This design comes from an exercise in tuning for small area and a short achievable clock period on the open sky130 flow, not from production work.
Only simulation tests tie the RTL to the original design; equivalence was not proved.
Power is estimated from default activity; no workload was simulated.

// datapathB_behavioral
module datapathB_behavioral
  #(parameter WLx = 8, parameter WLc = 8)
  ( input signed [WLx-1:0] x,
    input signed [WLc-1:0] a, b, c,
    input CLK,
    output signed [(WLx+WLc+WLc)+1:0] outR
  );
Size: roughly 940 cells after synthesis, about 160 flip-flops, roughly 59 I/O pins, about 9000 um2 of cells after synthesis.
clock: 6.0 ns
lec_check: 0
abc_area: 1
cap_margin: 20
core_margin: 2
core_utilization: 40
cts_buf_list: sky130_fd_sc_hd__clkbuf_8
cts_cluster_size: 40
setup_slack_margin: 3.7
slew_margin: 20
standard.sh (not shown) runs the stock make flow with config.mk's settings and CLKGATE_MAP_FILE= SYNTH_SCRIPT=/design/flow/synth_recipe.tcl, a recipe that flattens the netlist after the stock synthesis.
==> flow/flow/run.sh <==
#!/bin/bash
# Standard ORFS layout (standard.sh) with two changes: every port gets a buf_2 as its port
# buffer instead of the delay buffer that buffer_ports picks by default, and Yosys's synth
# skips its generic ABC pass before full adders are extracted (SYNTH_ARGS=-noabc).
set -euo pipefail
export BUFFER_PORTS_ARGS="-buffer_cell sky130_fd_sc_hd__buf_2"
export SYNTH_ARGS="-noabc"
bash standard.sh > standard_flow.log 2>&1
Rerun with:
PLACE_DENSITY = 0.7   (was unset)
SETUP_SLACK_MARGIN = 3.5   (was 3.7)
Fmax decreases by 2.2%; clock-buffer cell count decreases by 1; power decreases by 3.7%; cell area decreases by 2.2%; non-clock buffer count decreases by 4; via count increases by 0.74%.
Rerun with:
CORE_UTILIZATION = 55   (was 40)
PLACE_DENSITY = unset   (was 0.7)
Result:
- The changed run completed with no timing, DRC or antenna violations
- utilization came out higher by 18 points
- power goes up slightly
- cell count goes down by a few percent
- combinational power stays flat
- area after synthesis stays the same
- clock-buffer cell count grows by 1
- routed wire length rises by a few percent
- register-to-register slack loses 0.02 ns
Rerun with:
--- a/flow/flow/run.sh
+++ b/flow/flow/run.sh
@@ -2 +2 @@
-# Standard ORFS layout (standard.sh) with two changes: every port gets a buf_2 as its port
+# Standard ORFS layout (standard.sh) with two changes: every port gets a buf_1 as its port
@@ -6 +6 @@
-export BUFFER_PORTS_ARGS="-buffer_cell sky130_fd_sc_hd__buf_2"
+export BUFFER_PORTS_ARGS="-buffer_cell sky130_fd_sc_hd__buf_1"
CORE_UTILIZATION = 40   (was 55)
What happened:
- final area shrinks by 0.54%
- area after synthesis is unchanged
- first-iteration DRC count grows by 20%
- via count shrinks by 1.4%
- clock-buffer cell count does not change
- routed wire length shrinks by 3.7%
- fmax grows by 1.3%
- power shrinks by 1.9%
- synthesized cell count is unchanged
- setup slack gains 0.032 ns
- hold slack is about the same
Rerun with:
--- a/flow/flow/run.sh
+++ b/flow/flow/run.sh
@@ -2 +2 @@
-# Standard ORFS layout (standard.sh) with two changes: every port gets a buf_1 as its port
+# Standard ORFS layout (standard.sh) with two changes: every port gets a buf_2 as its port
@@ -6 +6 @@
-export BUFFER_PORTS_ARGS="-buffer_cell sky130_fd_sc_hd__buf_1"
+export BUFFER_PORTS_ARGS="-buffer_cell sky130_fd_sc_hd__buf_2"
CAP_MARGIN = 5   (was 20)
SETUP_SLACK_MARGIN = 3.6   (was 3.5)
SLEW_MARGIN = 5   (was 20)
The changed run produced a clean layout.
Clock skew drops by 0.0060 ns.
Final area went up by 2.3%.
Combinational power rises by 6.2%.
Setup slack is better by 0.031 ns.
Worst hold slack hardly moves.
Rerun with:
CAP_MARGIN = 20   (was 5)
CTS_CLUSTER_SIZE = 30   (was 40)
SETUP_SLACK_MARGIN = 3.5   (was 3.6)
SLEW_MARGIN = 20   (was 5)
=> The new run finished with timing, DRC and antenna clean; worst setup slack improves by 0.0034 ns; sequential power hardly moves; routed wire length increases by 1.8%; power went down by 4.4%; maximum frequency is about the same; global-route usage stays flat; critical path depth drops by 5; sequential cell count is unchanged; final cell count is about the same.

* * *

== run 1 ==
datapathB_behavioral, a different RTL version from the one above (not shown whole).
Size in the first run: roughly 1,200 cells after synthesis, about 150 flip-flops, about 59 I/O pins.
clock: 6.0 ns
lec_check: 0
cap_margin: 20
core_margin: 2
core_utilization: 40
cts_buf_list: sky130_fd_sc_hd__clkbuf_8
cts_cluster_size: 40
setup_slack_margin: 3.3
slew_margin: 20
==> flow/flow/run.sh <==
#!/bin/bash
# Standard ORFS layout (standard.sh) with two changes: every port gets a buf_2 as its port
# buffer instead of the delay buffer that buffer_ports picks by default, and full adders
# are left to ABC instead of being mapped to fa/ha cells (ADDER_MAP_FILE empty).
set -euo pipefail
export BUFFER_PORTS_ARGS="-buffer_cell sky130_fd_sc_hd__buf_2"
export ADDER_MAP_FILE=
bash standard.sh > standard_flow.log 2>&1
Run 1: full flow OK, the timing, DRC and antenna checks passed
#### Input delta (run 2 over run 1)
==> flow/flow/run.sh <==
#!/bin/bash
# Standard ORFS layout (standard.sh), except that every port gets a buf_2 as its port
# buffer instead of the delay buffer that buffer_ports picks by default.
set -euo pipefail
export BUFFER_PORTS_ARGS="-buffer_cell sky130_fd_sc_hd__buf_2"
bash standard.sh > standard_flow.log 2>&1
--- a/flow/config.mk
+++ b/flow/config.mk
@@ -9,6 +9,6 @@
 export CORE_MARGIN = 2
-export CORE_UTILIZATION = 40
+export CORE_UTILIZATION = 55
 export CTS_BUF_LIST = sky130_fd_sc_hd__clkbuf_8
 export CTS_CLUSTER_SIZE = 40
-export SETUP_SLACK_MARGIN = 3.3
+export SETUP_SLACK_MARGIN = 3.45
 export SLEW_MARGIN = 20
Results
Run 2 finished all stages; the layout is clean.
On met3 usage, run 1 and run 2 are basically level.
Run 2 vs run 1: first-pass GRT wire length down in run 2
Combinational group share of total power delta for run 2 relative to run 1: 3.9 points lower
For run 1, the critical path launch point was w1[5], unlike run 2, where it was x[3].
Of run 1 and run 2, the higher final non-filler cell area belongs to run 1.
In the metrics for run 1 and run 2, the one carrying the higher routed wire length is run 1.
When the final numbers for run 1 and run 2 were put side by side, the flip-flop and latch share of the layout cell area turned out to be greater in run 2.
Summary of run 2 over run 1: placed cell count down 357; placeable core area shows a reduction of about 36%; clock share of power has increased; share of the final layout cell area in multi-input gates moved down.
Setup changes, run 2 to run 3
--- a/flow/config.mk
+++ b/flow/config.mk
@@ -7,8 +7,9 @@
 export LEC_CHECK = 0
+export ABC_AREA = 1
 export CAP_MARGIN = 20
 export CORE_MARGIN = 2
-export CORE_UTILIZATION = 55
+export CORE_UTILIZATION = 40
 export CTS_BUF_LIST = sky130_fd_sc_hd__clkbuf_8
 export CTS_CLUSTER_SIZE = 40
-export SETUP_SLACK_MARGIN = 3.45
+export SETUP_SLACK_MARGIN = 3.3
 export SLEW_MARGIN = 20
Notes after the runs:
When the final numbers for run 2 and run 3 were put side by side, the post-detailed-route wirelength per cell turned out to be greater in run 2.
Comparing run 2 and run 3, the lower worst hold slack is on run 3.
Diff run 2 -> run 3: power dissipated in combinational cells went up by about 5%; cell area reported after detailed placement went up; fmax now sits lower.
Run 3 ended up with a lower initial core utilization than run 2 did.
Compared with run 2, in run 3 cell count has increased; total chip power saw an increase; cell area has decreased.
Run 2 fits on a die that is smaller than the die of run 3.
Here is what was changed in the inputs of run 4 compared with run 3.
==> flow/flow/run.sh <==
#!/bin/bash
# Standard ORFS layout (standard.sh), except that every port gets a buf_1 as its port
# buffer instead of the delay buffer that buffer_ports picks by default.
set -euo pipefail
export BUFFER_PORTS_ARGS="-buffer_cell sky130_fd_sc_hd__buf_1"
bash standard.sh > standard_flow.log 2>&1
--- a/flow/config.mk
+++ b/flow/config.mk
@@ -7,3 +7,2 @@
 export LEC_CHECK = 0
-export ABC_AREA = 1
 export CAP_MARGIN = 20
@@ -12,3 +11,4 @@
 export CTS_BUF_LIST = sky130_fd_sc_hd__clkbuf_8
-export CTS_CLUSTER_SIZE = 40
+export CTS_CLUSTER_DIAMETER = 200
+export CTS_CLUSTER_SIZE = 80
 export SETUP_SLACK_MARGIN = 3.3
## What came out
Status: critical path arrival parity (run 3, run 4)
Looking at proportion of synthesized chip area in sequential cells, run 4 sits 0.15 points lower than run 3 does.
On final area, run 4 tracks run 3 almost exactly.
| post-cts gate resize count | run 4 vs run 3 | 7 higher |
Of run 4 and run 3, run 4 shows the higher xor/xnor cell area share of the yosys netlist, with run 3 below it.
The most common cell after layout, fill and taps aside comes out sky130_fd_sc_hd__nand2_1 in one run and sky130_fd_sc_hd__dfxtp_1 in the other, namely in run 3 and run 4 respectively.
Re largest clock skew in the final design: run 3 was lower than run 4.
Total number of vias delta for run 4 relative to run 3: 434 lower
Summary of the comparison: total power is lower in run 4, relative to run 3.
Relative to run 4, the following input files were edited for run 5:
==> flow/flow/run.sh <==
#!/bin/bash
# Standard ORFS layout (standard.sh) with two changes: every port gets a buf_1 as its port
# buffer instead of the delay buffer that buffer_ports picks by default, and Yosys's synth
# skips its generic ABC pass before full adders are extracted (SYNTH_ARGS=-noabc), so the
# adder cells are found on the design's own XOR/majority structure.
set -euo pipefail
export BUFFER_PORTS_ARGS="-buffer_cell sky130_fd_sc_hd__buf_1"
export SYNTH_ARGS="-noabc"
bash standard.sh > standard_flow.log 2>&1
--- a/flow/config.mk
+++ b/flow/config.mk
@@ -11,4 +11,3 @@
 export CTS_BUF_LIST = sky130_fd_sc_hd__clkbuf_8
-export CTS_CLUSTER_DIAMETER = 200
-export CTS_CLUSTER_SIZE = 80
+export CTS_CLUSTER_SIZE = 40
 export SETUP_SLACK_MARGIN = 3.3
[summary]
Run 5 vs. run 4: placement-stage cell area decreased by 0.72% relative to the old numbers; area of the core region decreased by 0.61% relative to the old numbers. Going from run 4 to run 5, the final clock period utilization by the worst path was found to have gone up by 0.53 points. Compared with run 4, run 5 shows a lower total length of routed wires. Run 5 against run 4; total power of the final layout is down slightly. Diff run 4 -> run 5: sequential cell area -0.32%; area growth from synthesis to layout ~0 delta; aggregate global-route resource usage -0.45 points; via total after detailed routing -100. On run 5: summed area of non-filler cells in the final layout is 110 sq um lower than what run 4 gave. The met3 usage of run 5 exceeds that of run 4 by 0.31 points.

## port drivers added, routing unchanged
The flow's constraints put no driver on any port. The routed layouts listed below were extracted and timed again, unchanged, in two steps. Step 1 (the two cells are an assumption about what drives the block):
set clk [get_ports {CLK}]
set_driving_cell -lib_cell sky130_fd_sc_hd__clkbuf_16 $clk
set_driving_cell -lib_cell sky130_fd_sc_hd__buf_2 [delete_from_list [all_inputs] $clk]
Step 2, shift: input delay + t, output delay - t, t = (earliest + latest rising clock arrival at the registers) / 2. This alone moves slack from input paths to output paths. Slacks: no drivers / after step 1 / after step 2; pairs: no drivers / after step 1.
| run | t, ns | setup slack, ns | hold WS [ns] | worst setup path at the end | pins driven straight from the clock port |
|---|---|---|---|---|---|
| the first run of note 1 | 0.504 | 3.579 / 3.579 / 3.256 | 0.329 / 0.329 / 0.329 | input to register | 1 |
| the second run of note 1 | 0.489 | 3.525 / 3.525 / 3.105 | 0.326 / 0.326 / 0.326 | input to register | 1 |
| the third run of note 1 | 0.498 | 3.508 / 3.508 / 3.104 | 0.332 / 0.332 / 0.332 | input to register | 1 |
| the fourth run of note 1 | 0.493 | 3.540 / 3.540 / 3.128 | 0.332 / 0.332 / 0.332 | input to register | 1 |
| the fifth run of note 1 | 0.497 | 3.571 / 3.571 / 3.191 | 0.333 / 0.333 / 0.333 | input to register | 1 |
| the sixth run of note 1 | 0.496 | 3.574 / 3.574 / 3.144 | 0.330 / 0.330 / 0.330 | input to register | 1 |
| run 1 | 0.493 | 2.838 / 2.838 / 2.838 | 0.324 / 0.324 / 0.324 | register to register | 1 |
| run 2 | 0.469 | 3.442 / 3.370 / 2.901 | 0.332 / 0.332 / 0.332 | input to register | 1 |
| run 3 | 0.494 | 3.298 / 3.298 / 2.897 | 0.326 / 0.326 / 0.326 | input to register | 1 |
| run 4 | 0.490 | 3.349 / 3.357 / 2.867 | 0.330 / 0.330 / 0.330 | input to register | 1 |
| run 5 | 0.477 | 3.317 / 3.301 / 2.824 | 0.328 / 0.328 / 0.328 | input to register | 1 |
After both steps setup and hold are still met in every run listed. The setup slack of run 2, which loses most, moves by -0.072 ns with the drivers and by -0.541 ns with both steps.
